This design comes from an exercise in tuning for small area on the open sky130 flow, not from production work.
In this exercise RTL edits were held to simulation tests only and were not proved equivalent to the original.
In runs 1 and 3 to 7 the design's own scripts or RTL, not TritonCTS, make the clock network.
The clock port is modelled as an ideal driver, which makes a skipped or thinned clock tree look cheaper than it is; a real chip needs a root buffer or a tree.
Power figures rest on the tool's default switching activity, not on a simulated workload.

`flow/config.mk`:
```
export PLATFORM = sky130hd
export DESIGN_NAME = master_port
export DESIGN_NICKNAME = master_port
export VERILOG_FILES = /design/flow/design.v
export SDC_FILE = /design/flow/constraint.sdc
export NUM_CORES = 4
export LEC_CHECK = 0
export CAP_MARGIN = 20
export CORE_MARGIN = 2
export CORE_UTILIZATION = 70
export SLEW_MARGIN = 20
```
`flow/constraint.sdc`:
```
create_clock -name core_clock -period 5.0 [get_ports {clk}]
set_input_delay 1.0000 -clock core_clock [delete_from_list [all_inputs] [get_ports {clk}]]
set_output_delay 1.0000 -clock core_clock [all_outputs]
set_load 0.01 [all_outputs]
```
`flow/design.v`:
```
module master_in_port(
	input clk,
	input reset,
	input tx_done,
	input [1:0]instruction,
	input [11:0]burst_num,
	output reg [7:0]data,
	output rx_done,
	output new_rx,
	input rx_data,
	input slave_valid,
	output master_ready);
reg [3:0] st;
reg [6:0] shift;         
reg [11:0] burst_count_n;  
wire idle = st[3] & !st[1];
wire last = (st == 4'd7);
wire beats_done;
burst_ge BURST_GE(.a_n(burst_count_n), .b(burst_num), .ge(beats_done));
assign master_ready = st[3] | (st[2:0] == 3'd0);
assign new_rx = st[3] & (st[2] | st[1]);
assign rx_done = st[3] & st[2];
always @(posedge clk)
begin
	shift <= {rx_data, shift[6:1]};
	burst_count_n <= idle ? 12'hfff : burst_count_n - {11'd0, last};
end
always @(posedge clk or posedge reset)
begin
	if (reset)
	begin
		st <= 4'd8;
		data <= 8'd0;
	end
	else
	begin
		if (last)
			data <= {rx_data, shift};
		if (idle)
			st <= (instruction == 2'b11 && tx_done) ? 4'd0 : 4'd8;
		else if (st[3] | (st[2:0] == 3'd0))
			st <= slave_valid ? 4'd1 : 4'd0;
		else if (last)
			st <= beats_done ? 4'd12 : 4'd10;
		else
			st <= st + 4'd1;
	end
end
endmodule
module burst_ge(
	input [11:0] a_n,
	input [11:0] b,
	output ge);
wire [12:0] c_n;
assign c_n[0] = 1'b0;
genvar i;
generate
	for (i = 0; i < 12; i = i + 1)
	begin: chain
		assign c_n[i+1] = (a_n[i] & b[i]) | (a_n[i] & c_n[i]) | (b[i] & c_n[i]);
	end
endgenerate
assign ge = ~c_n[12];
endmodule
module master_out_port(
	input clk,
	input reset,
	input slave_select,
	input [1:0]instruction,
	input [11:0]address,
	input [7:0]data,
	input [11:0]burst_num,
	input rx_done,
	output tx_done,
	input slave_ready,
	input arbitor_busy,
	input bus_busy,
	input approval_grant,
	output master_ready,
	output approval_request,
	output reg tx_slave_select,
	output master_valid,
	output write_en,
	output read_en,
	output reg tx_address,
	output reg tx_data,
	output reg tx_burst_num);
localparam C_IDLE = 3'b000, C_RW2 = 3'b001, C_TS = 3'b010, C_WAA = 3'b011,
           C_WA = 3'b100, C_WB = 3'b101, C_FIN = 3'b110, C_RW1 = 3'b111;
reg p;
reg [3:0] k;
reg rd;                  
reg [7:0] temp_data;     
reg [11:0] burst_count_n;  
wire grp_a = !p;
wire grp_d = p & !k[3];
wire grp_c = p & k[3];
wire [2:0] c = k[2:0];
wire free = !bus_busy & !arbitor_busy;
wire burst = |burst_num;
wire beats_done;
burst_ge BURST_GE(.a_n(burst_count_n), .b(burst_num), .ge(beats_done));
assign master_ready     = grp_c & (c[2:1] == 2'b00);
assign approval_request = grp_c & (c[2:1] == 2'b01);
assign tx_done          = grp_c & (c[2:1] == 2'b11);
assign master_valid     = (grp_a & (k != 4'd0)) | grp_d | tx_done;
wire rw_phase = grp_a & (k == 4'd1 || k == 4'd2);
assign write_en = rw_phase & !rd;
assign read_en  = rw_phase & rd;
wire [15:0] addr_ext = {4'd0, address};
wire [15:0] bn_ext = {3'd0, burst_num, burst};
reg np;
reg [3:0] nk;
always @*
begin
	np = p;
	nk = k;
	if (grp_c)
		case (c)
		C_IDLE: if (instruction[1]) nk = free ? {1'b1, C_TS} : {1'b1, C_WA};
		C_WA, C_WAA: nk = free ? {1'b1, C_TS} : {1'b1, C_WA};
		C_TS: if (bus_busy) nk = {1'b1, C_WB}; else begin np = 1'b0; nk = 4'd0; end
		C_WB: if (!bus_busy) begin np = 1'b0; nk = 4'd0; end
		C_FIN: nk = {1'b1, C_IDLE};
		default: nk = rx_done ? {1'b1, C_IDLE} : {1'b1, C_RW2};
		endcase
	else if (grp_a)
	begin
		if (k == 4'd0)
		begin
			if (approval_grant) nk = 4'd1;
			else if (bus_busy) begin np = 1'b1; nk = {1'b1, C_WAA}; end
		end
		else if (k == 4'd1)
		begin
			if (slave_ready) nk = 4'd2;
		end
		else if (k == 4'd11)
		begin
			if (burst) nk = 4'd12;
			else begin np = 1'b1; nk = {1'b1, instruction[0] ? C_RW1 : C_FIN}; end
		end
		else if (k == 4'd12)
		begin
			np = 1'b1;
			nk = instruction[0] ? {1'b1, C_RW1} : 4'd1;
		end
		else
			nk = k + 4'd1;
	end
	else
	begin
		if (k[2:0] == 3'd1)
		begin
			if (slave_ready) nk = 4'd2;
		end
		else if (k[2:0] == 3'd7)
			nk = beats_done ? {1'b1, C_FIN} : 4'd0;
		else
			nk = k + 4'd1;
	end
end
wire a_go = grp_a & ((k == 4'd0) ? approval_grant : (k == 4'd1) ? slave_ready : 1'b1);
wire ta_en = a_go & (k <= 4'd11);
wire tb_en = a_go;
wire td_en = (a_go & (k <= 4'd7 || k == 4'd12)) | (grp_d & ((k[2:0] == 3'd1) ? slave_ready : 1'b1));
wire [2:0] td_idx = (grp_a & k[3]) ? 3'd0 : k[2:0];
wire ss_en = (grp_c & (c == C_IDLE) & instruction[1] & free) |
             (grp_c & (c == C_WA || c == C_WAA) & free) |
             (grp_c & (c == C_TS)) |
             (grp_a & (k == 4'd0) & !approval_grant & bus_busy);
wire inc = (grp_a & (k == 4'd11)) | (grp_d & (k[2:0] == 3'd7));
wire idle = grp_c & (c == C_IDLE);
always @(posedge clk)
begin
	temp_data <= idle ? data : temp_data + {7'd0, inc};
	burst_count_n <= idle ? 12'hfff : burst_count_n - {11'd0, inc};
	if (grp_a & (k == 4'd0) & approval_grant)
		rd <= instruction[0];
end
always @(posedge clk or posedge reset)
begin
	if (reset)
	begin
		p <= 1'b1;
		k <= {1'b1, C_IDLE};
		tx_slave_select <= 1'b0;
		tx_address <= 1'b0;
		tx_data <= 1'b0;
		tx_burst_num <= 1'b0;
	end
	else
	begin
		p <= np;
		k <= nk;
		if (ss_en) tx_slave_select <= slave_select;
		if (ta_en) tx_address <= addr_ext[k];
		if (td_en) tx_data <= temp_data[td_idx];
		if (tb_en) tx_burst_num <= bn_ext[k];
	end
end
endmodule
module master_port #(parameter SLAVE_LEN=2, parameter ADDR_LEN=12, parameter DATA_LEN=8, parameter BURST_LEN=12)(
	input clk,
	input reset,
	input [1:0]instruction,
	input slave_select,
	input [ADDR_LEN-1:0]address,
	input [DATA_LEN-1:0]data_out,
	input [BURST_LEN-1:0]burst_num,
	output [DATA_LEN-1:0]data_in,
	output rx_done,
	output tx_done,
	output new_rx,
	input arbitor_busy,
	input bus_busy,
	input approval_grant,
	output approval_request,
	output tx_slave_select,
	output trans_done,
	input rx_data,
	output tx_address,
	output tx_data,
	output tx_burst_num,
	input slave_valid,
	input slave_ready,
	output master_valid,
	output master_ready,
	output write_en,
	output read_en);
wire master_ready_IN;
wire master_ready_OUT;
assign master_ready = master_ready_IN & master_ready_OUT;
assign trans_done = (instruction == 2'b11) ? rx_done : tx_done;
master_in_port MASTER_IN_PORT(
	.clk(clk),
	.reset(reset),
	.tx_done(tx_done),
	.instruction(instruction),
	.burst_num(burst_num),
	.data(data_in),
	.rx_done(rx_done),
	.new_rx(new_rx),
	.rx_data(rx_data),
	.slave_valid(slave_valid),
	.master_ready(master_ready_IN));
master_out_port MASTER_OUT_PORT(
	.clk(clk),
	.reset(reset),
	.slave_select(slave_select),
	.instruction(instruction),
	.address(address),
	.data(data_out),
	.burst_num(burst_num),
	.rx_done(rx_done),
	.tx_done(tx_done),
	.slave_ready(slave_ready),
	.arbitor_busy(arbitor_busy),
	.bus_busy(bus_busy),
	.approval_grant(approval_grant),
	.master_ready(master_ready_OUT),
	.approval_request(approval_request),
	.tx_slave_select(tx_slave_select),
	.master_valid(master_valid),
	.write_en(write_en),
	.read_en(read_en),
	.tx_address(tx_address),
	.tx_data(tx_data),
	.tx_burst_num(tx_burst_num));
endmodule
```
`flow/flow/run.sh`:
```
#!/bin/bash
# Layout flow: the standard synthesis unchanged, then its combinational
# logic re-mapped for area (flip-flops kept as synthesized: each ABC script
# in flow/abc/ is tried and the smallest netlist kept), then the standard
# layout with the smallest buffer on the ports and a one-level clock tree
# (flow/cts_hook.tcl) in place of TritonCTS.
set -uo pipefail
WORK=$(pwd)
R=$WORK/orfs/results/sky130hd/master_port/base
LIB=$FLOW_HOME/platforms/sky130hd/lib/sky130_fd_sc_hd__tt_025C_1v80.lib
YOSYS=${YOSYS_EXE:-$FLOW_HOME/../tools/install/yosys/bin/yosys}
[ -x "$YOSYS" ] || YOSYS=yosys

bash standard.sh synth > synth.log 2>&1 || exit 1

cp $R/1_2_yosys.v $WORK/std_netlist.v
mkdir -p resyn
for A in flow/abc/*.abc; do
  N=$(basename $A .abc)
  sed -e "s|LIBFILE|$LIB|g" -e "s|NETIN|$WORK/std_netlist.v|" -e "s|NETOUT|$WORK/resyn/$N.v|" \
      -e "s|ABCFILE|$WORK/$A|" -e "s|STATIN|$WORK/resyn/${N}_stat_in.txt|" \
      -e "s|STATOUT|$WORK/resyn/${N}_stat_out.txt|" flow/resyn.ys > resyn/$N.ys
  ( timeout 600 "$YOSYS" -s resyn/$N.ys > resyn/$N.log 2>&1 ) &
  while [ $(jobs -r | wc -l) -ge ${NUM_CORES:-4} ]; do sleep 1; done
done
wait
BEST=""; BESTA=""
for A in flow/abc/*.abc; do
  N=$(basename $A .abc)
  [ -s resyn/$N.v ] || continue
  AR=$(sed -n "s/.*Chip area for module '.master_port': \([0-9.]*\).*/\1/p" resyn/${N}_stat_out.txt)
  [ -n "$AR" ] || continue
  echo "$N $AR" >> resyn/areas.txt
  if [ -z "$BEST" ] || awk "BEGIN{exit !($AR < $BESTA)}"; then BEST=$N; BESTA=$AR; fi
done
echo "kept: $BEST $BESTA" >> resyn/areas.txt
if [ -n "$BEST" ]; then
  cp resyn/$BEST.v $R/1_2_yosys.v
  rm -f $R/1_synth.odb $R/1_synth.sdc
fi

export CLKTREE_N=3
export CLKTREE_BUF=sky130_fd_sc_hd__clkbuf_16
export PRE_CTS_TCL=$WORK/flow/cts_hook.tcl
bash standard.sh \
  "BUFFER_PORTS_ARGS=-buffer_cell sky130_fd_sc_hd__buf_1" \
  finish > finish.log 2>&1 || exit 1
```
`flow/flow/abc/dch3.abc`:
```
strash
&get -n
&st
&dch -f
&nf -R 1000
&put
strash
&get -n
&st
&dch -f
&nf -R 1000
&put
strash
&get -n
&st
&dch -f
&nf -R 1000
&put
```
`flow/flow/abc/deep0.abc`:
```
strash
&get -n
&st
&deepsyn -T 20 -S 0
&dch -f
&nf -R 1000
&put
```
`flow/flow/abc/deep1.abc`:
```
strash
&get -n
&st
&deepsyn -T 20 -S 1
&dch -f
&nf -R 1000
&put
```
`flow/flow/abc/deep2.abc`:
```
strash
&get -n
&st
&deepsyn -T 20 -S 2
&dch -f
&nf -R 1000
&put
```
`flow/flow/abc/deep3.abc`:
```
strash
&get -n
&st
&deepsyn -T 20 -S 3
&dch -f
&nf -R 1000
&put
```
`flow/flow/cts_hook.tcl`:
```
# Clock tree in place of TritonCTS: the clock port drives CLKTREE_N buffers
# directly, each driving the clock pins of one cluster of flip-flops
# (k-means on their placed locations). All flip-flops sit one buffer from
# the port.
rename clock_tree_synthesis __tritoncts_unused
proc clock_tree_synthesis {args} {
  set nclust $::env(CLKTREE_N)
  set bufcell $::env(CLKTREE_BUF)
  set pins {}
  set pts {}
  foreach p [get_pins -of_objects [get_nets clk] -filter "direction == input"] {
    set loc [[sta::sta_to_db_inst [$p instance]] getLocation]
    lappend pins $p
    lappend pts [list [expr [lindex $loc 0] / 1000.0] [expr [lindex $loc 1] / 1000.0]]
  }
  set n [llength $pts]
  set sorted [lsort -real -index 0 $pts]
  set cs {}
  for {set c 0} {$c < $nclust} {incr c} {
    lappend cs [lindex $sorted [expr int(($c + 0.5) * $n / $nclust)]]
  }
  for {set it 0} {$it < 100} {incr it} {
    set asg {}
    foreach q $pts {
      set best 0
      set bd 1e30
      for {set c 0} {$c < $nclust} {incr c} {
        set d [expr abs([lindex $q 0] - [lindex $cs $c 0]) + abs([lindex $q 1] - [lindex $cs $c 1])]
        if {$d < $bd} { set bd $d; set best $c }
      }
      lappend asg $best
    }
    set ncs {}
    for {set c 0} {$c < $nclust} {incr c} {
      set sx 0; set sy 0; set m 0
      foreach q $pts a $asg {
        if {$a == $c} { set sx [expr $sx + [lindex $q 0]]; set sy [expr $sy + [lindex $q 1]]; incr m }
      }
      if {$m > 0} { lappend ncs [list [expr $sx / $m] [expr $sy / $m]] } else { lappend ncs [lindex $cs $c] }
    }
    set cs $ncs
  }
  for {set c 0} {$c < $nclust} {incr c} {
    set lp {}
    foreach p $pins a $asg { if {$a == $c} { lappend lp $p } }
    if {[llength $lp] == 0} { continue }
    puts "clock tree: buffer $c drives [llength $lp] clock pins around [lindex $cs $c]"
    insert_buffer -buffer_cell $bufcell -net clk -load_pins $lp -location [lindex $cs $c] \
      -buffer_name clkbuf_leaf_$c -net_name clknet_leaf_$c
  }
  foreach net [get_nets clknet_leaf_*] { [sta::sta_to_db_net $net] setSigType CLOCK }
  [sta::sta_to_db_net [get_nets clk]] setSigType CLOCK
  set_propagated_clock [all_clocks]
}
```
`flow/flow/resyn.ys`:
```
# Re-map the combinational logic of the standard synthesis netlist for area.
# The flip-flops (and tie cells) stay as they are, with their names and cell
# types; every other cell is read as its liberty function and mapped again.
read_liberty -ignore_miss_func LIBFILE
blackbox sky130_fd_sc_hd__df* sky130_fd_sc_hd__edf* sky130_fd_sc_hd__conb_1
read_verilog NETIN
hierarchy -top master_port
flatten
opt_clean
tee -o STATIN stat -liberty LIBFILE
abc -script ABCFILE -liberty LIBFILE -dont_use sky130_fd_sc_hd__lpflow_bleeder_1 -dont_use sky130_fd_sc_hd__lpflow_clkbufkapwr_1 -dont_use sky130_fd_sc_hd__lpflow_clkbufkapwr_16 -dont_use sky130_fd_sc_hd__lpflow_clkbufkapwr_2 -dont_use sky130_fd_sc_hd__lpflow_clkbufkapwr_4 -dont_use sky130_fd_sc_hd__lpflow_clkbufkapwr_8 -dont_use sky130_fd_sc_hd__lpflow_clkinvkapwr_1 -dont_use sky130_fd_sc_hd__lpflow_clkinvkapwr_16 -dont_use sky130_fd_sc_hd__lpflow_clkinvkapwr_2 -dont_use sky130_fd_sc_hd__lpflow_clkinvkapwr_4 -dont_use sky130_fd_sc_hd__lpflow_clkinvkapwr_8 -dont_use sky130_fd_sc_hd__lpflow_decapkapwr_12 -dont_use sky130_fd_sc_hd__lpflow_decapkapwr_3 -dont_use sky130_fd_sc_hd__lpflow_decapkapwr_4 -dont_use sky130_fd_sc_hd__lpflow_decapkapwr_6 -dont_use sky130_fd_sc_hd__lpflow_decapkapwr_8 -dont_use sky130_fd_sc_hd__lpflow_inputiso0n_1 -dont_use sky130_fd_sc_hd__lpflow_inputiso0p_1 -dont_use sky130_fd_sc_hd__lpflow_inputiso1n_1 -dont_use sky130_fd_sc_hd__lpflow_inputiso1p_1 -dont_use sky130_fd_sc_hd__lpflow_inputisolatch_1 -dont_use sky130_fd_sc_hd__lpflow_isobufsrc_1 -dont_use sky130_fd_sc_hd__lpflow_isobufsrc_16 -dont_use sky130_fd_sc_hd__lpflow_isobufsrc_2 -dont_use sky130_fd_sc_hd__lpflow_isobufsrc_4 -dont_use sky130_fd_sc_hd__lpflow_isobufsrc_8 -dont_use sky130_fd_sc_hd__lpflow_isobufsrckapwr_16 -dont_use sky130_fd_sc_hd__lpflow_lsbuf_lh_hl_isowell_tap_1 -dont_use sky130_fd_sc_hd__lpflow_lsbuf_lh_hl_isowell_tap_2 -dont_use sky130_fd_sc_hd__lpflow_lsbuf_lh_hl_isowell_tap_4 -dont_use sky130_fd_sc_hd__lpflow_lsbuf_lh_isowell_4 -dont_use sky130_fd_sc_hd__lpflow_lsbuf_lh_isowell_tap_1 -dont_use sky130_fd_sc_hd__lpflow_lsbuf_lh_isowell_tap_2 -dont_use sky130_fd_sc_hd__lpflow_lsbuf_lh_isowell_tap_4 -dont_use sky130_fd_sc_hd__probe_p_8 -dont_use sky130_fd_sc_hd__probec_p_8 
opt_clean -purge
hilomap -singleton -hicell sky130_fd_sc_hd__conb_1 HI -locell sky130_fd_sc_hd__conb_1 LO
splitnets
opt_clean -purge
tee -o STATOUT stat -liberty LIBFILE
write_verilog -noattr -nohex -nodec NETOUT
```
`flow/standard.sh`:
```
#!/bin/bash
# synth_recipe.tcl (not shown) runs the flow's synth.tcl, then flattens the netlist and writes it again
# the make line also repeats each setting of config.mk as NAME=value (left out here)
make -C /OpenROAD-flow-scripts/flow DESIGN_CONFIG=/design/flow/config.mk WORK_HOME=/design/flow/orfs CLKGATE_MAP_FILE= SYNTH_SCRIPT=/design/flow/synth_recipe.tcl "${@:-finish}"
```
==> reports/metrics.cfg, run 1 <==
[setup_path]
regToRegStartpoint=MASTER_OUT_PORT.k[1]
critPathKind=flop to flop
crit_path_end_kind=flop
crit_end=MASTER_OUT_PORT.burst_count_n[11]
reg2reg_to=MASTER_OUT_PORT.burst_count_n[11]
crit_required_ns=5.10
r2r_cells=13
cp-startpoint=MASTER_OUT_PORT.k[1]
cp_max_fo=15
r2r_slack_ns=0.50
cp-start-kind=flop
arrival_ns=4.59

[timing]
rsz0062_at_grt=false
hold_viol=0
slew_viol_final=0
setup_tns_ns=0
period_needed_ns=4.497
clock_skew_ns=0.02193
fmax_mhz=222.4
setup_viol=0
post-route-period-util=0.8994
relSlewSlack=0.4427
tightest_slew_ns=0.8329

[worst_hold_path]
hold_start=MASTER_IN_PORT.shift[5]
hold_class=flop to flop

[power]
fin_total_pwr_uw=1754
peakVddDrop_mv=0.4016
power_leakage_uw=0.001200
powerDensity_nw_per_um2=532.8

[global_routing]
grt_max_degree=27
grt_use_total=0.3163
antenna_found_initial=0
first_global_vias=2558
grt_first_pass_wirelength_um=11600
grt_overflow=0

[floorplan]
core_area_um2=4000
die-area_um2=4678
rows=23
dieHeight_um=68.40
io_pins=64
die_w_um=68.40
initial_core_util=0.7257

[synth]
postSynthAreaPerCell_um2=8.614
mappedNetlistArea_um2=2903
synth_fp_nets=380
yosysWarnings=2
synth_cells=337

[finish]
seqCellArea_um2=1340
finalNetCount=450
utilization=0.8230
antenna_cells=0
syn2layout_area_growth_pct=13.41
nFillCells=259
drive_above_1_share=0.01975
multiInputGateArea_um2=1495

[clock_network]
clk_latency_ns=0.16
clk_pin_slew_ns=0.10
post_cts_buffers=0

[route]
final_antenna_net_count=0
wl_per_cell_um=16.40
drc=0
vias=2922
drtIter0Drc=417
routed_wl_um=7461
viasPerCell=6.422
dr.pass1.iters=5

[run_status]
status=finished clean

[placed_design]
dp_hpwl_um=5342
io_buffers=63
globalplace.congestion=0.9409

[flow_run]
maxCapViolCount=0

==> worst max-delay path: stages, from the launching register on <==
cell and delay [ns]:
dfrtp_1 0.61, and2_0 0.56, nor2b_1 0.25, nand2_1 0.09, o21ai_1 0.36, nand2b_1 0.17
or3_1 0.39, or2_0 0.29, or3_1 0.36, or2_0 0.27, or3_1 0.36, or2_0 0.28
or3_1 0.34, nand3_1 0.09
==> per-stage QoR <==
stage	hold WS, ns	worst slack, ns	instance area, um2	instances
after floorplan	0.3241	1.075	2903	337
after detailed placement	0.3313	0.4599	3217	452
after CTS	0.3335	0.4067	3292	455
after global routing	0.3345	0.2231	3292	455
final	0.3300	0.5028	3292	455
after global placement	0.3270	0.7628	3217	452
==> worst min path at each step <==
stage / end / slack [ns] / cells past startpoint
floorplan: MASTER_IN_PORT.shift[0] / 0.32 / 0
global placement: MASTER_IN_PORT.shift[4] / 0.33 / 0
detailed placement: MASTER_IN_PORT.shift[3] / 0.33 / 0
CTS: MASTER_IN_PORT.shift[4] / 0.33 / 0
global route: MASTER_IN_PORT.shift[4] / 0.33 / 0
finish: MASTER_IN_PORT.shift[4] / 0.33 / 0
==> registers in the layout (all words and copies together) (netlist names), 4 cells and up <==
signal / cells
MASTER_OUT_PORT.burst_count_n: 12
MASTER_IN_PORT.st: 4
MASTER_OUT_PORT.temp_data: 8
MASTER_IN_PORT.burst_count_n: 12
MASTER_OUT_PORT.k: 4
MASTER_IN_PORT.data: 8
MASTER_IN_PORT.shift: 7
==> metal layers <==
metal	track usage	wire length [um]
met2	0.5493	3795
met1	0.4266	3080
met4	0.07500	109
met5	0	0
met3	0.02467	476
==> area by class of cell, without the clock buffers <==
class | instances | area share
inverters | 18 | 0.02052
multi-input cells | 258 | 0.4542
flip-flops and latches | 61 | 0.4071
well taps | 50 | 0.01900
repair buffers | 65 | 0.07640
==> cells in the final DEF, fill, tap and decap left out, types with 7 or more instances in the layout <==
cell       n
dfxtp_1   39
nor2_1    22
or3_1     12
a21oi_1   21
clkinv_1  18
o22ai_1    9
nand2_1   42
or2_0      7
nand3_1   22
mux2_1    11
a22oi_1    9
o21ai_0   37
buf_1     63
dfrtp_1   18
xor2_1     9
==> where the power goes <==
group          total [uW]  internal, uW  switching [uW]
clock                 232           109             123
sequential            805           650             155
combinational         717           282             435
total                1750          1040             713
==> what timing repair did <==
item                                    in CTS  in global routing
hold buffers                                 0                  0
gates resized for setup                      0                  1
endpoints found under the setup margin       0                  1
==> inputs of run 2 (changes only) <==
--- a/flow/flow/run.sh
+++ b/flow/flow/run.sh
@@ -41,4 +41,4 @@
 
-export CLKTREE_N=3
-export CLKTREE_BUF=sky130_fd_sc_hd__clkbuf_16
+export CLKTREE_N=4
+export CLKTREE_BUF=sky130_fd_sc_hd__clkbuf_8
 export PRE_CTS_TCL=$WORK/flow/cts_hook.tcl
--- a/flow/config.mk
+++ b/flow/config.mk
@@ -9,3 +9,4 @@
 export CORE_MARGIN = 2
-export CORE_UTILIZATION = 70
+export CORE_UTILIZATION = 85
+export PLACE_DENSITY = 0.9
 export SLEW_MARGIN = 20
==> reports/metrics.cfg, run 2 <==
[run_status]
status=did not finish
lastStage=3_1_place_gp_skip_io
tool.error=[ERROR GPL-0301] Utilization 100.810 % exceeds 100%.

[floorplan]
dieHeight_um=62.44
rows=21
die_w_um=62.44
initial_core_util=0.8768

[synth]
yosysWarnings=2
postSynthAreaPerCell_um2=8.614
synth_fp_nets=380
synth_cells=337
mappedNetlistArea_um2=2903

==> inputs of run 3 (changes only) <==
--- a/flow/config.mk
+++ b/flow/config.mk
@@ -9,4 +9,3 @@
 export CORE_MARGIN = 2
-export CORE_UTILIZATION = 85
-export PLACE_DENSITY = 0.9
+export CORE_UTILIZATION = 76
 export SLEW_MARGIN = 20
==> reports/metrics.cfg, run 3 <==
[power]
pwr-share-seq=0.454
powerDensity_nw_per_um2=590.1
peakVddDrop_mv=0.4278
internal-power_uw=1074
power.switching_uw=837.8
switching_share=0.4383
power_leakage_uw=0.001231
comb_power_share=0.443
pwr-share-clk=0.103

[synth]
synth_fp_nets=380
synth_cells=337
mappedNetlistArea_um2=2873
postSynthAreaPerCell_um2=8.524
yosysWarnings=2

[route]
drc=0
viasPerCell=6.742
vias=3061
routed_wl_um=7868
final_antenna_net_count=0
drtIter0Drc=425
dr.pass1.iters=7
wl_per_cell_um=17.33

[floorplan]
io_pins=64
initial_core_util=0.7847
rows=22
core_area_um2=3661
dieHeight_um=65.48
die_w_um=65.48
die-area_um2=4288

[timing]
fmax_mhz=248.0
rsz0062_at_grt=false
post-route-period-util=0.8064
setup_viol=0
clock_skew_ns=0.04260
slew_viol_final=0
setup_tns_ns=0
hold_viol=0
period_needed_ns=4.032
tightest_slew_ns=0.8657
layout_setup_ws_ns=0.9681
relSlewSlack=0.4207

[run_status]
status=finished clean

[clock_network]
ctsResizeCount=0
clk_latency_ns=0.18
hold_buffers=0
clk_pin_slew_ns=0.12
post_cts_buffers=0

[global_routing]
grt_max_degree=23
use_met2=0.6556
grt_overflow=0
grt_use_met1=0.4218
gr-usage-met3=0.05308
grt_busiest_layer=met2
antenna_found_initial=0
first_global_vias=2790
grt_use_total=0.3601
grt_first_pass_wirelength_um=12320

[setup_path]
max_stage_delay_ns=0.69
worst_path_max_delay_cell=dfrtp_1
cp_common_cell=or3_1
cp_max_fo=19
arrival_ns=4.10
critPathKind=flop to flop
crit_path_end_kind=flop
cp-start-kind=flop
path_cells=nor2b_1 > nand3_1 > o41ai_1 > buf_4 > nand2b_1 > or2_0 > or3_1 > or3_1 > or2_0 > or3_1 > or2_0 > or3_1 > nand3_1
crit_required_ns=5.07

[flow_run]
maxCapViolCount=0

[finish]
final_common_cell=buf_1
antenna_cells=0
syn2layout_area_growth_pct=12.76
drive_above_1_share=0.02217
top_regs=MASTER_IN_PORT.burst_count_n x12, MASTER_OUT_PORT.burst_count_n x12
finalNetCount=451
nFillCells=198
mostFrequentLayoutCells=buf_1, nand2_1, nor2_1

[worst_hold_path]
hold_class=flop to flop

[placed_design]
dp_hpwl_um=5652
io_buffers=63
dp_worst_setup_slack_ns=1.089
globalplace.congestion=0.8972

==> run 3: power by group through the flow <==
stage	clock network [uW]	logic, uW	registers [uW]
after detailed placement	0	808	867
after global routing	209	923	888
after global placement	0	760	850
after floorplan	0	557	841
after CTS	192	824	858
final	197	847	867
==> run 3: path summary, 6_finish.rpt <==
check | startpoint | end | slack, ns | cells past startpoint
setup / recovery | MASTER_OUT_PORT.k[2] | MASTER_OUT_PORT.burst_count_n[11] | 0.97 | 13
hold / removal | MASTER_IN_PORT.shift[2] | MASTER_IN_PORT.shift[1] | 0.35 | 0
setup reg to reg | MASTER_OUT_PORT.k[2] | MASTER_OUT_PORT.burst_count_n[11] | 0.97 | 13
hold reg to reg | MASTER_IN_PORT.shift[2] | MASTER_IN_PORT.shift[1] | 0.35 | 0
max in group asynchronous | reset | MASTER_OUT_PORT.k[3] | 3.75 | 2
min in group asynchronous | reset | MASTER_IN_PORT.data[7] | 0.83 | 2
==> run 3: final cells by class, without the clock buffers <==
cell class,instances,area [um2],area share
multi-input combinational,268,1503,0.4639
sequential,61,1340,0.4137
timing repair buffer,65,251.5,0.07764
tap,48,60.06,0.01854
inverter,8,30.03,0.009270
==> run 3: per-stage QoR <==
step	util	area [um2]	hold WS, ns	instances	total power, uW
after floorplan	-	2873	0.3241	337	1399
after global placement	0.8698	3184	0.3295	450	1610
after detailed placement	0.8698	3184	0.3319	450	1675
after CTS	0.8848	3239	0.3456	454	1874
after global routing	0.8848	3239	0.3462	454	2020
final	0.8848	3239	0.3471	454	1911
==> run 3: routing by layer <==
metal  vias up  share of wire  wire (um)
met5         -              0          0
li1       1387              -          -
met3        42          0.091        716
met2       228           0.50       3917
met4         0          0.033        260
met1      1404           0.38       2973
==> run 3: worst max-delay path, delay by kind of cell, from the launching register on <==
kind / cells / cell delay, ns
compound gates: 1 / 0.08
buf+inv: 1 / 0.20
flops: 1 / 0.69
simple gates: 11 / 2.96
==> inputs of run 4 (changes only) <==
--- a/flow/flow/run.sh
+++ b/flow/flow/run.sh
@@ -43,2 +43,4 @@
 export CLKTREE_BUF=sky130_fd_sc_hd__clkbuf_8
+export CLKTREE_BIG_BUF=sky130_fd_sc_hd__clkbuf_16
+export CLKTREE_MAX_SLEW=0.100
 export PRE_CTS_TCL=$WORK/flow/cts_hook.tcl
==> flow/flow/abc/deep0.abc (replaced) <==
strash
&get -n
&st
&deepsyn -J 100 -S 0
&dch -f
&nf -R 1000
&put
==> flow/flow/abc/deep1.abc (replaced) <==
strash
&get -n
&st
&deepsyn -J 100 -S 1
&dch -f
&nf -R 1000
&put
==> flow/flow/abc/deep2.abc (replaced) <==
strash
&get -n
&st
&deepsyn -J 100 -S 2
&dch -f
&nf -R 1000
&put
==> flow/flow/abc/deep3.abc (replaced) <==
strash
&get -n
&st
&deepsyn -J 100 -S 3
&dch -f
&nf -R 1000
&put
==> flow/flow/abc/deep4.abc (new file) <==
strash
&get -n
&st
&deepsyn -J 100 -S 4
&dch -f
&nf -R 1000
&put
==> flow/flow/abc/deep5.abc (new file) <==
strash
&get -n
&st
&deepsyn -J 100 -S 5
&dch -f
&nf -R 1000
&put
==> flow/flow/abc/deep6.abc (new file) <==
strash
&get -n
&st
&deepsyn -J 100 -S 6
&dch -f
&nf -R 1000
&put
==> flow/flow/abc/deep7.abc (new file) <==
strash
&get -n
&st
&deepsyn -J 100 -S 7
&dch -f
&nf -R 1000
&put
--- a/flow/flow/cts_hook.tcl
+++ b/flow/flow/cts_hook.tcl
@@ -3,3 +3,4 @@
 # (k-means on their placed locations). All flip-flops sit one buffer from
-# the port.
+# the port. A buffer whose clock pins would see a slew above
+# CLKTREE_MAX_SLEW (ns, placement estimate) is replaced by CLKTREE_BIG_BUF.
 rename clock_tree_synthesis __tritoncts_unused
@@ -53,2 +54,16 @@
   set_propagated_clock [all_clocks]
+  detailed_placement
+  estimate_parasitics -placement
+  foreach inst [get_cells clkbuf_leaf_*] {
+    set worst 0
+    foreach p [get_pins -of_objects [get_nets -of_objects [get_pins -of_objects $inst -filter "direction == output"]] -filter "direction == input"] {
+      set sl [get_property $p slew_max]
+      if {$sl > $worst} { set worst $sl }
+    }
+    puts "clock tree: [get_full_name $inst] worst sink slew $worst"
+    if {$worst > $::env(CLKTREE_MAX_SLEW)} {
+      puts "clock tree: [get_full_name $inst] becomes $::env(CLKTREE_BIG_BUF)"
+      replace_cell $inst $::env(CLKTREE_BIG_BUF)
+    }
+  }
 }
==> reports/metrics.cfg, run 4 <==
[global_routing]
grt_overflow=0
grt_first_pass_wirelength_um=12520
grt_use_total=0.3674
first_global_vias=2778
antenna_found_initial=0
grt_max_degree=22

[power]
comb_power_share=0.438
internal-power_uw=1122
peakVddDrop_mv=0.4074
pwr-share-seq=0.456
fin_total_pwr_uw=1986
pwr-share-clk=0.105
switching_share=0.4348
power_leakage_uw=0.001224
power.switching_uw=863.3
powerDensity_nw_per_um2=608.8

[route]
dr.pass1.iters=5
drc=0
routed_wl_um=7949
final_antenna_net_count=0
wl_per_cell_um=17.70
viasPerCell=6.804
drtIter0Drc=392
vias=3055

[timing]
period_needed_ns=4.239
slew_viol_final=0
fmax_mhz=235.9
tightest_slew_ns=0.7715
setup_tns_ns=0
hold_viol=0
post-route-period-util=0.8477
rsz0062_at_grt=false
setup_viol=0
clock_skew_ns=0.01836
relSlewSlack=0.4825
layout_setup_ws_ns=0.7614

[clock_network]
ctsResizeCount=0
hold_buffers=0
clk_latency_ns=0.15
clk_pin_slew_ns=0.09
post_cts_buffers=0

[placed_design]
dpl-instance-area_um2=3191
dp_worst_setup_slack_ns=0.9019
io_buffers=63
dp_hpwl_um=5864
globalplace.congestion=0.9924

[floorplan]
initial_core_util=0.7905
die_w_um=65.71
dieHeight_um=65.71
rows=22
io_pins=64
core_area_um2=3661
die-area_um2=4318

[setup_path]
arrival_ns=4.26
cp-start-kind=flop
critPathKind=flop to flop
crit_path_end_kind=flop
cp_max_fo=13
crit_required_ns=5.02

[finish]
antenna_cells=0
final_common_cell=buf_1
mostFrequentLayoutCells=buf_1, nand2_1, dfxtp_1, nor2_1, o21ai_0
drive_above_1_share=0.01995
fin_area_um2=3262
finalNetCount=446
nFillCells=175
multiInputGateArea_um2=1529
seqCellArea_um2=1340
top_regs=MASTER_IN_PORT.burst_count_n x12, MASTER_OUT_PORT.burst_count_n x12
utilization=0.8910
syn2layout_area_growth_pct=12.71

[synth]
synth_fp_nets=377
yosysWarnings=2
mappedNetlistArea_um2=2894
postSynthAreaPerCell_um2=8.665
synth_cells=334

[worst_hold_path]
hold_class=flop to flop

[run_status]
status=finished clean

[flow_run]
maxCapViolCount=0

-- run 4: area by class of cell, without the clock buffers --
cell class	count	area share
flip-flops and latches	61	0.4108
inverters	8	0.009206
multi-input cells	265	0.4687
well taps	48	0.01841
repair buffers	63	0.07250
-- run 4: worst paths after layout --
check / start / endpoint / slack, ns / cells past startpoint
setup / recovery: MASTER_OUT_PORT.k[0] / MASTER_OUT_PORT.burst_count_n[11] / 0.76 / 11
hold / removal: MASTER_IN_PORT.shift[4] / MASTER_IN_PORT.shift[3] / 0.36 / 0
setup reg to reg: MASTER_OUT_PORT.k[0] / MASTER_OUT_PORT.burst_count_n[11] / 0.76 / 11
hold reg to reg: MASTER_IN_PORT.shift[4] / MASTER_IN_PORT.shift[3] / 0.36 / 0
max in group asynchronous: reset / MASTER_IN_PORT.st[3] / 3.77 / 2
min in group asynchronous: reset / MASTER_IN_PORT.data[4] / 0.85 / 2
-- run 4: worst max-delay path, cell delays in order (launching register included) --
cell      delay [ns]
dfrtp_1         0.60
clkinv_1        0.30
nor2_1          0.37
nand4_1         0.35
or4_1           0.55
or2_0           0.29
or3_1           0.41
or3_1           0.39
or2_0           0.27
or3_1           0.36
a21oi_1         0.15
o21ai_0         0.09
-- run 4: power by group through the flow --
stage	logic (uW)	registers (uW)	clock network, uW
finish	870	906	209
global route	950	931	225
floorplan	589	871	0
CTS	837	893	208
detailed placement	830	903	0
global placement	786	888	0
-- run 4: layer usage --
metal | GRT usage | up-vias | wire length, um
met4 | 0.1589 | 0 | 342
li1 | - | 1397 | -
met3 | 0.04623 | 49 | 825
met5 | 0 | - | 0
met2 | 0.6452 | 241 | 3789
met1 | 0.4510 | 1368 | 2991
-- run 4: per-stage QoR --
step	cells	hold WS, ns
floorplan	334	0.3241
global placement	445	0.3276
detailed placement	445	0.3388
CTS	449	0.3568
global route	449	0.3638
finish	449	0.3570
==> inputs of run 5 (changes only) <==
==> flow/flow/run.sh (replaced) <==
#!/bin/bash
# Layout flow: the standard synthesis unchanged, then its combinational
# logic re-mapped for area (flip-flops kept as synthesized: the ABC scripts
# in flow/abc/ are tried over a few rounds and the smallest netlist kept), then the standard
# layout with the smallest buffer on the ports and a one-level clock tree
# (flow/cts_hook.tcl) in place of TritonCTS.
set -uo pipefail
WORK=$(pwd)
R=$WORK/orfs/results/sky130hd/master_port/base
LIB=$FLOW_HOME/platforms/sky130hd/lib/sky130_fd_sc_hd__tt_025C_1v80.lib
YOSYS=${YOSYS_EXE:-$FLOW_HOME/../tools/install/yosys/bin/yosys}
[ -x "$YOSYS" ] || YOSYS=yosys

bash standard.sh synth > synth.log 2>&1 || exit 1

cp $R/1_2_yosys.v $WORK/std_netlist.v
mkdir -p resyn
# rounds: each ABC script in flow/abc/ re-maps the best netlist so far; stop
# when a round finds nothing smaller (at most 3 rounds)
IN=$WORK/std_netlist.v; BEST=""; BESTA=""
for ROUND in 1 2 3; do
  for A in flow/abc/*.abc; do
    N=r${ROUND}_$(basename $A .abc)
    sed -e "s|LIBFILE|$LIB|g" -e "s|NETIN|$IN|" -e "s|NETOUT|$WORK/resyn/$N.v|" \
        -e "s|ABCFILE|$WORK/$A|" -e "s|STATIN|$WORK/resyn/${N}_stat_in.txt|" \
        -e "s|STATOUT|$WORK/resyn/${N}_stat_out.txt|" flow/resyn.ys > resyn/$N.ys
    ( timeout 600 "$YOSYS" -s resyn/$N.ys > resyn/$N.log 2>&1 ) &
    while [ $(jobs -r | wc -l) -ge ${NUM_CORES:-4} ]; do sleep 1; done
  done
  wait
  IMPROVED=0
  for A in flow/abc/*.abc; do
    N=r${ROUND}_$(basename $A .abc)
    [ -s resyn/$N.v ] || continue
    AR=$(sed -n "s/.*Chip area for module '.master_port': \([0-9.]*\).*/\1/p" resyn/${N}_stat_out.txt)
    [ -n "$AR" ] || continue
    echo "$N $AR" >> resyn/areas.txt
    if [ -z "$BEST" ] || awk "BEGIN{exit !($AR < $BESTA)}"; then BEST=$N; BESTA=$AR; IMPROVED=1; fi
  done
  echo "round $ROUND best: $BEST $BESTA" >> resyn/areas.txt
  [ $IMPROVED = 1 ] || break
  IN=$WORK/resyn/$BEST.v
done
if [ -n "$BEST" ]; then
  cp resyn/$BEST.v $R/1_2_yosys.v
  rm -f $R/1_synth.odb $R/1_synth.sdc
fi

export CLKTREE_N=4
export CLKTREE_BUF=sky130_fd_sc_hd__clkbuf_8
export CLKTREE_BIG_BUF=sky130_fd_sc_hd__clkbuf_16
export CLKTREE_MAX_SLEW=0.100
export PRE_CTS_TCL=$WORK/flow/cts_hook.tcl
bash standard.sh \
  "BUFFER_PORTS_ARGS=-buffer_cell sky130_fd_sc_hd__buf_1" \
  finish > finish.log 2>&1 || exit 1
==> reports/metrics.cfg, run 5 <==
[run_status]
status=finished clean

[synth]
mappedNetlistArea_um2=2875
postSynthAreaPerCell_um2=8.507
yosysWarnings=2
synth_fp_nets=381
synth_cells=338

[setup_path]
max_stage_delay_ns=0.59
cp_top_family=simple AND/OR/NAND/NOR gates
crit_required_ns=5.04
crit_path_end_kind=flop
r2r_slack_ns=0.73
r2r_cells=11
critPathKind=flop to flop
cp_common_cell=or3_1
reg2reg_to=MASTER_OUT_PORT.burst_count_n[11]
path_cells=clkinv_1 > nor2_1 > o211ai_1 > or4_1 > or3_1 > or2_0 > or3_1 > or2_0 > or3_1 > a21oi_1 > o21ai_0
cp_num_buf_inv=1
regToRegStartpoint=MASTER_OUT_PORT.k[0]
cp_max_fo=12
cp-start-kind=flop
arrival_ns=4.31
worst_path_max_delay_cell=dfrtp_1

[route]
vias=3101
drtIter0Drc=443
viasPerCell=6.845
dr.pass1.iters=9
routed_wl_um=7628
wl_per_cell_um=16.84
drc=0
final_antenna_net_count=0

[placed_design]
globalplace.congestion=0.9661
dp_hpwl_um=5609
io_buffers=63

[flow_run]
maxCapViolCount=0

[power]
peakVddDrop_mv=0.4531
powerDensity_nw_per_um2=569.2
power_leakage_uw=0.001187

[worst_hold_path]
hold_path_end=MASTER_IN_PORT.shift[0]
min_path_cells=0
hold_class=flop to flop
hold_start=MASTER_IN_PORT.shift[1]

[finish]
antenna_cells=0
syn2layout_area_growth_pct=13.01
mostFrequentLayoutCells=buf_1, o21ai_0, dfxtp_1
final_common_cell=buf_1
drive_above_1_share=0.01975
top_regs=MASTER_IN_PORT.burst_count_n x12, MASTER_OUT_PORT.burst_count_n x12
nFillCells=203
finalNetCount=450

[floorplan]
die-area_um2=4291
initial_core_util=0.7854
die_w_um=65.51
dieHeight_um=65.51
io_pins=64
core_area_um2=3661
rows=22

[global_routing]
antenna_found_initial=0
grt_use_total=0.3481
grt_max_degree=22
first_global_vias=2668
grt_overflow=0
grt_first_pass_wirelength_um=11910

[timing]
hold_viol=0
post-route-period-util=0.8541
tightest_slew_ns=0.7703
whs_ns=0.3539
rsz0062_at_grt=false
relSlewSlack=0.4833
period_needed_ns=4.270
setup_viol=0
setup_tns_ns=0
clock_skew_ns=0.02362
fmax_mhz=234.2
slew_viol_final=0

[clock_network]
clk_pin_slew_ns=0.10
ctsResizeCount=0
clk_latency_ns=0.15
post_cts_buffers=0
hold_buffers=0

[run 5: cell count changes in the layout (fill, tap and decap cells not counted), sizes merged, moves of 3 or more]
cell,change
a21oi,+15
a221oi,-4
a22oi,-3
nand2,-3
nand3,-5
nor2,-4
nor3,+3
o21ai,+15
o221ai,-3
xor2,-5
[run 5: worst max path at each step]
stage	startpoint	end	slack (ns)	cells past startpoint
6_report	MASTER_OUT_PORT.k[0]	MASTER_OUT_PORT.burst_count_n[11]	0.73	11
5_1_grt	MASTER_OUT_PORT.k[0]	MASTER_OUT_PORT.burst_count_n[11]	0.50	11
3_3_place_gp	MASTER_OUT_PORT.k[0]	MASTER_OUT_PORT.burst_count_n[11]	1.11	11
2_1_floorplan	MASTER_OUT_PORT.k[0]	MASTER_OUT_PORT.burst_count_n[11]	1.40	11
4_1_cts	MASTER_OUT_PORT.k[0]	MASTER_OUT_PORT.burst_count_n[11]	0.88	11
3_5_place_dp	MASTER_OUT_PORT.k[0]	MASTER_OUT_PORT.burst_count_n[11]	0.90	11
[run 5: area by class of cell, without the clock buffers]
class | count | area, um2 | area share
well taps | 48 | 60.06 | 0.01848
repair buffers | 63 | 236.5 | 0.07278
flip-flops and latches | 61 | 1340 | 0.4124
inverters | 7 | 26.28 | 0.008086
multi-input cells | 270 | 1520 | 0.4678
[run 5: metrics by stage]
step | power (uW) | setup WS, ns | std cells | util | cell area [um2]
2_1_floorplan | 1348 | 1.397 | 338 | - | 2875
3_3_place_gp | 1547 | 1.105 | 449 | 0.8677 | 3177
3_5_place_dp | 1601 | 0.8955 | 449 | 0.8677 | 3177
4_1_cts | 1806 | 0.8844 | 453 | 0.8859 | 3243
5_1_grt | 1954 | 0.5047 | 453 | 0.8876 | 3249
6_report | 1849 | 0.7296 | 453 | 0.8876 | 3249
[run 5: routing by layer]
metal	track usage	up-vias	routed length, um
met1	0.4475	1402	2850
li1	-	1418	-
met4	0.1068	0	376
met5	0	-	0
met3	0.03596	53	782
met2	0.6186	228	3618
[run 5: where the power goes]
group	internal, uW	switching (uW)	total, uW	leakage, uW
logic	299	479	778	0.000575
clock network	91.4	118	209	0.0000339
registers	666	196	862	0.000579
total	1060	793	1850	0.00119
==> inputs of run 6 (changes only) <==
--- a/flow/flow/cts_hook.tcl
+++ b/flow/flow/cts_hook.tcl
@@ -2,3 +2,4 @@
 # directly, each driving the clock pins of one cluster of flip-flops
-# (k-means on their placed locations). All flip-flops sit one buffer from
+# (k-means on their placed locations, with clusters of at most an equal
+# share of the pins). All flip-flops sit one buffer from
 # the port. A buffer whose clock pins would see a slew above
@@ -23,11 +24,20 @@
   for {set it 0} {$it < 100} {incr it} {
-    set asg {}
+    # assign points to the nearest centre with room, nearest pairs first,
+    # so that no cluster gets more than its share of the clock pins
+    set cap [expr ($n + $nclust - 1) / $nclust]
+    set pairs {}
+    set j 0
     foreach q $pts {
-      set best 0
-      set bd 1e30
       for {set c 0} {$c < $nclust} {incr c} {
-        set d [expr abs([lindex $q 0] - [lindex $cs $c 0]) + abs([lindex $q 1] - [lindex $cs $c 1])]
-        if {$d < $bd} { set bd $d; set best $c }
+        lappend pairs [list [expr abs([lindex $q 0] - [lindex $cs $c 0]) + abs([lindex $q 1] - [lindex $cs $c 1])] $j $c]
       }
-      lappend asg $best
+      incr j
+    }
+    set asg [lrepeat $n -1]
+    set fill [lrepeat $nclust 0]
+    foreach pr [lsort -real -index 0 $pairs] {
+      lassign $pr d j c
+      if {[lindex $asg $j] >= 0 || [lindex $fill $c] >= $cap} { continue }
+      lset asg $j $c
+      lset fill $c [expr [lindex $fill $c] + 1]
     }
==> reports/metrics.cfg, run 6 <==
[run_status]
status=finished clean

[power]
switching_share=0.4409
pwr-share-clk=0.118
internal-power_uw=1057
pwr-share-seq=0.461
power.switching_uw=833.0
comb_power_share=0.421
peakVddDrop_mv=0.4004
powerDensity_nw_per_um2=581.5
power_leakage_uw=0.001187

[floorplan]
die_w_um=65.51
rows=22
initial_core_util=0.7854
die-area_um2=4291
dieHeight_um=65.51
io_pins=64
core_area_um2=3661

[global_routing]
grt_use_total=0.3840
grt_max_degree=22
antenna_found_initial=0
first_global_vias=2848
grt_first_pass_wirelength_um=12990
grt_overflow=0

[route]
vias=3151
drtIter0Drc=443
dr.pass1.iters=9
viasPerCell=6.956
routed_wl_um=8224
wl_per_cell_um=18.15
drc=0
final_antenna_net_count=0

[clock_network]
post_cts_buffers=0
clk_latency_ns=0.15
hold_buffers=0
clk_pin_slew_ns=0.10
ctsResizeCount=0

[placed_design]
dp_hpwl_um=5609
dp_worst_setup_slack_ns=0.8955
dpl-instance-area_um2=3177
io_buffers=63
globalplace.congestion=0.9661

[timing]
post-route-period-util=0.8667
setup_viol=0
tightest_slew_ns=0.7680
rsz0062_at_grt=false
whs_ns=0.3505
relSlewSlack=0.4848
hold_viol=0
setup_tns_ns=0
period_needed_ns=4.334
clock_skew_ns=0.01279
slew_viol_final=0
fmax_mhz=230.7
layout_setup_ws_ns=0.6663

[worst_hold_path]
min_path_cells=0
hold_start=MASTER_IN_PORT.shift[3]
hold_class=flop to flop
hold_path_end=MASTER_IN_PORT.shift[2]

[setup_path]
cp_max_fo=12
reg2reg_to=MASTER_OUT_PORT.burst_count_n[11]
crit_path_end_kind=flop
critPathKind=flop to flop
r2r_cells=11
r2r_slack_ns=0.67
cp-start-kind=flop
regToRegStartpoint=MASTER_OUT_PORT.k[0]
arrival_ns=4.38
crit_required_ns=5.05

[synth]
mappedNetlistArea_um2=2875
synth_fp_nets=381
synth_cells=338
yosysWarnings=2
postSynthAreaPerCell_um2=8.507

[finish]
drive_above_1_share=0.01975
syn2layout_area_growth_pct=13.01
nFillCells=200
finalNetCount=450
fin_area_um2=3249
antenna_cells=0
top_regs=MASTER_IN_PORT.burst_count_n x12, MASTER_OUT_PORT.burst_count_n x12
utilization=0.8876
mostFrequentLayoutCells=buf_1, o21ai_0, dfxtp_1
final_common_cell=buf_1

[flow_run]
maxCapViolCount=0

## run 6: cell type report, without the clock buffers
cell class	instances	area [um2]	share of cell area
timing repair buffer	63	236.5	0.07278
multi-input combinational	270	1520	0.4678
tap	48	60.06	0.01848
inverter	7	26.28	0.008086
sequential	61	1340	0.4124
## run 6: per-stage QoR
stage | total power (uW) | cells
final | 1890 | 453
after global routing | 1992 | 453
after global placement | 1547 | 449
after detailed placement | 1601 | 449
after floorplan | 1348 | 338
after CTS | 1841 | 453
## run 6: worst max-delay path by stage
stage	cells after the start	start	to	slack, ns
floorplan	11	MASTER_OUT_PORT.k[0]	MASTER_OUT_PORT.burst_count_n[11]	1.40
global placement	11	MASTER_OUT_PORT.k[0]	MASTER_OUT_PORT.burst_count_n[11]	1.11
detailed placement	11	MASTER_OUT_PORT.k[0]	MASTER_OUT_PORT.burst_count_n[11]	0.90
CTS	11	MASTER_OUT_PORT.k[0]	MASTER_OUT_PORT.burst_count_n[11]	0.80
global route	11	MASTER_OUT_PORT.k[0]	MASTER_OUT_PORT.burst_count_n[11]	0.41
finish	11	MASTER_OUT_PORT.k[0]	MASTER_OUT_PORT.burst_count_n[11]	0.67
## run 6: worst max-delay path: stages (launching register included)
cell      delay [ns]
dfrtp_1         0.62
clkinv_1        0.35
nor2_1          0.41
o211ai_1        0.35
or4_1           0.57
or3_1           0.37
or2_0           0.29
or3_1           0.37
or2_0           0.29
or3_1           0.38
a21oi_1         0.15
o21ai_0         0.09
## run 6: metal layers
layer	track usage	share of wire	vias up
li1	-	-	1416
met1	0.4717	0.35	1399
met2	0.6531	0.47	268
met3	0.07877	0.11	68
met4	0.1693	0.058	0
met5	0	0	-
## run 6: power by group through the flow
stage	combinational (uW)	clock [uW]	sequential [uW]
CTS	766	219	856
global placement	707	0	840
global route	868	236	887
detailed placement	741	0	860
finish	795	223	871
floorplan	514	0	834
==> inputs of run 7 (changes only) <==
--- a/flow/design.v
+++ b/flow/design.v
@@ -93,2 +93,3 @@
 reg [7:0] temp_data;     
+reg carry;               
 reg [11:0] burst_count_n;  
@@ -166,3 +167,2 @@
 wire td_en = (a_go & (k <= 4'd7 || k == 4'd12)) | (grp_d & ((k[2:0] == 3'd1) ? slave_ready : 1'b1));
-wire [2:0] td_idx = (grp_a & k[3]) ? 3'd0 : k[2:0];
 wire ss_en = (grp_c & (c == C_IDLE) & instruction[1] & free) |
@@ -172,2 +172,3 @@
 wire inc = (grp_a & (k == 4'd11)) | (grp_d & (k[2:0] == 3'd7));
+wire inc_last = (grp_a & (k == 4'd7)) | (grp_d & (k[2:0] == 3'd7));
 wire idle = grp_c & (c == C_IDLE);
@@ -175,3 +176,10 @@
 begin
-	temp_data <= idle ? data : temp_data + {7'd0, inc};
+	if (idle)
+		temp_data <= data;
+	else if (td_en)
+		temp_data <= {temp_data[0] ^ carry, temp_data[7:1]};
+	if (idle | inc_last)
+		carry <= 1'b1;
+	else if (td_en)
+		carry <= carry & temp_data[0];
 	burst_count_n <= idle ? 12'hfff : burst_count_n - {11'd0, inc};
@@ -197,3 +205,3 @@
 		if (ta_en) tx_address <= addr_ext[k];
-		if (td_en) tx_data <= temp_data[td_idx];
+		if (td_en) tx_data <= temp_data[0];
 		if (tb_en) tx_burst_num <= bn_ext[k];
==> reports/metrics.cfg, run 7 <==
[run_status]
status=finished clean

[synth]
postSynthAreaPerCell_um2=9.031
yosysWarnings=2
synth_cells=317
mappedNetlistArea_um2=2863
synth_fp_nets=360

[route]
dr.pass1.iters=6
drc=0
vias=2845
final_antenna_net_count=0
wl_per_cell_um=17.17
routed_wl_um=7436
drtIter0Drc=415
viasPerCell=6.570

[global_routing]
grt_overflow=0
antenna_found_initial=0
grt_max_degree=22
grt_first_pass_wirelength_um=11690
first_global_vias=2581
grt_use_total=0.3471

[finish]
antenna_cells=0
mostFrequentLayoutCells=buf_1, nand2_1, o21ai_0
top_regs=MASTER_IN_PORT.burst_count_n x12, MASTER_OUT_PORT.burst_count_n x12
drive_above_1_share=0.02338
finalNetCount=430
nFillCells=193
syn2layout_area_growth_pct=12.54
final_common_cell=buf_1

[timing]
relSlewSlack=0.2154
slew_viol_final=0
whs_ns=0.3558
tightest_slew_ns=1.168
setup_tns_ns=0
period_needed_ns=3.663
layout_setup_ws_ns=1.337
clock_skew_ns=0.007462
post-route-period-util=0.7326
hold_viol=0
fmax_mhz=273.0
setup_viol=0
rsz0062_at_grt=false

[flow_run]
maxCapViolCount=0

[setup_path]
reg2reg_to=MASTER_OUT_PORT.burst_count_n[11]
crit_path_end_kind=flop
critPathKind=flop to flop
r2r_cells=12
max_stage_delay_ns=0.55
regToRegStartpoint=MASTER_OUT_PORT.k[2]
r2r_slack_ns=1.34
cp_max_fo=10
cp_common_cell=or3_1
path_cells=nand3_1 > nor2_1 > nand2_1 > o31a_1 > or3_1 > or3_1 > or2_0 > or3_1 > or2_0 > or3_1 > or3_1 > nand3_1
arrival_ns=3.75
crit_required_ns=5.09
cp-start-kind=flop
worst_path_max_delay_cell=dfrtp_1

[power]
peakVddDrop_mv=0.3373
fin_total_pwr_uw=1968
power_leakage_uw=0.001175
powerDensity_nw_per_um2=610.7

[placed_design]
dp_hpwl_um=5466
globalplace.congestion=1.048
dp_worst_setup_slack_ns=1.434
io_buffers=63

[clock_network]
clk_latency_ns=0.15
clk_pin_slew_ns=0.10
ctsResizeCount=0
hold_buffers=0
post_cts_buffers=0

[worst_hold_path]
min_path_cells=0
hold_start=MASTER_IN_PORT.shift[3]
hold_path_end=MASTER_IN_PORT.shift[2]
hold_class=flop to flop

[floorplan]
core_area_um2=3633
die-area_um2=4274
rows=22
die_w_um=65.38
dieHeight_um=65.38
initial_core_util=0.7879
io_pins=64

-- run 7: power by group --
| group | switching (uW) | leakage, uW | internal, uW | total (uW) |
|---|---|---|---|---|
| Sequential | 211 | 0.000600 | 752 | 963 |
| Clock | 120 | 0.0000288 | 74.0 | 194 |
| Combinational | 496 | 0.000546 | 314 | 810 |
-- run 7: layout make-up, without the clock buffers --
class | count | area, um2 | area share
flip-flops and latches | 62 | 1440 | 0.4470
inverters | 5 | 18.77 | 0.005825
repair buffers | 64 | 244.0 | 0.07573
multi-input cells | 250 | 1404 | 0.4357
well taps | 48 | 60.06 | 0.01864
-- run 7: critical path: cells and delay by family (launching register included) --
family             cells  cell delay (ns)
and+or+nand+nor       11             2.89
DFF                    1             0.55
AOI/OAI and AO/OA      1             0.14
-- run 7: how the worst max path moves through the flow --
stage	slack, ns	from	cells past startpoint	to
after floorplan	1.69	MASTER_OUT_PORT.k[3]	10	MASTER_OUT_PORT.burst_count_n[11]
after global routing	1.13	MASTER_OUT_PORT.k[1]	10	MASTER_OUT_PORT.burst_count_n[11]
after global placement	1.54	MASTER_OUT_PORT.k[1]	10	MASTER_OUT_PORT.burst_count_n[11]
after detailed placement	1.43	MASTER_OUT_PORT.k[1]	10	MASTER_OUT_PORT.burst_count_n[11]
after CTS	1.40	MASTER_OUT_PORT.k[1]	10	MASTER_OUT_PORT.burst_count_n[11]
final	1.34	MASTER_OUT_PORT.k[2]	12	MASTER_OUT_PORT.burst_count_n[11]
-- run 7: per-layer routing --
layer	up-vias	GRT usage	wire length, um
li1	1339	-	-
met1	1306	0.4588	2961
met2	177	0.6186	3694
met3	23	0.02568	608
met4	0	0.09635	172
met5	-	0	0
-- run 7: metrics by stage --
stage / cells / cell area [um2] / utilization
after CTS: 433 / 3222 / 0.8867
after global placement: 429 / 3167 / 0.8716
final: 433 / 3222 / 0.8867
after detailed placement: 429 / 3167 / 0.8716
after global routing: 433 / 3222 / 0.8867
after floorplan: 317 / 2863 / -

==> port drivers added, routing unchanged <==
The flow's constraints put no driver on any port. The routed layouts listed below were extracted and timed again, unchanged, in two steps. Step 1 assumes that a clkbuf_16 drives the clock port and a buf_2 every other input. Step 2 moves the port delays by t, midway between the first and last clock arrival at a register: inputs arrive t later, outputs are due t later. That takes back most of the time a late clock gives input paths. a / b / c = ideal ports / drivers / drivers and shift; a / b = the first two.
| run | t (ns) | setup WS [ns] | worst setup path after step 2 | worst register clock-pin slew, ns |
|---|---|---|---|---|
| run 1 | 0.210 | 0.503 / 0.503 / 0.503 | register to register | 0.10 / 0.10 |
| run 3 | 0.209 | 0.968 / 0.968 / 0.968 | register to register | 0.12 / 0.12 |
| run 4 | 0.207 | 0.761 / 0.762 / 0.762 | register to register | 0.09 / 0.09 |
| run 5 | 0.206 | 0.730 / 0.730 / 0.730 | register to register | 0.10 / 0.10 |
| run 6 | 0.209 | 0.666 / 0.666 / 0.666 | register to register | 0.10 / 0.10 |
| run 7 | 0.204 | 1.337 / 1.337 / 1.337 | register to register | 0.10 / 0.10 |
After both steps every run listed still meets setup and hold.
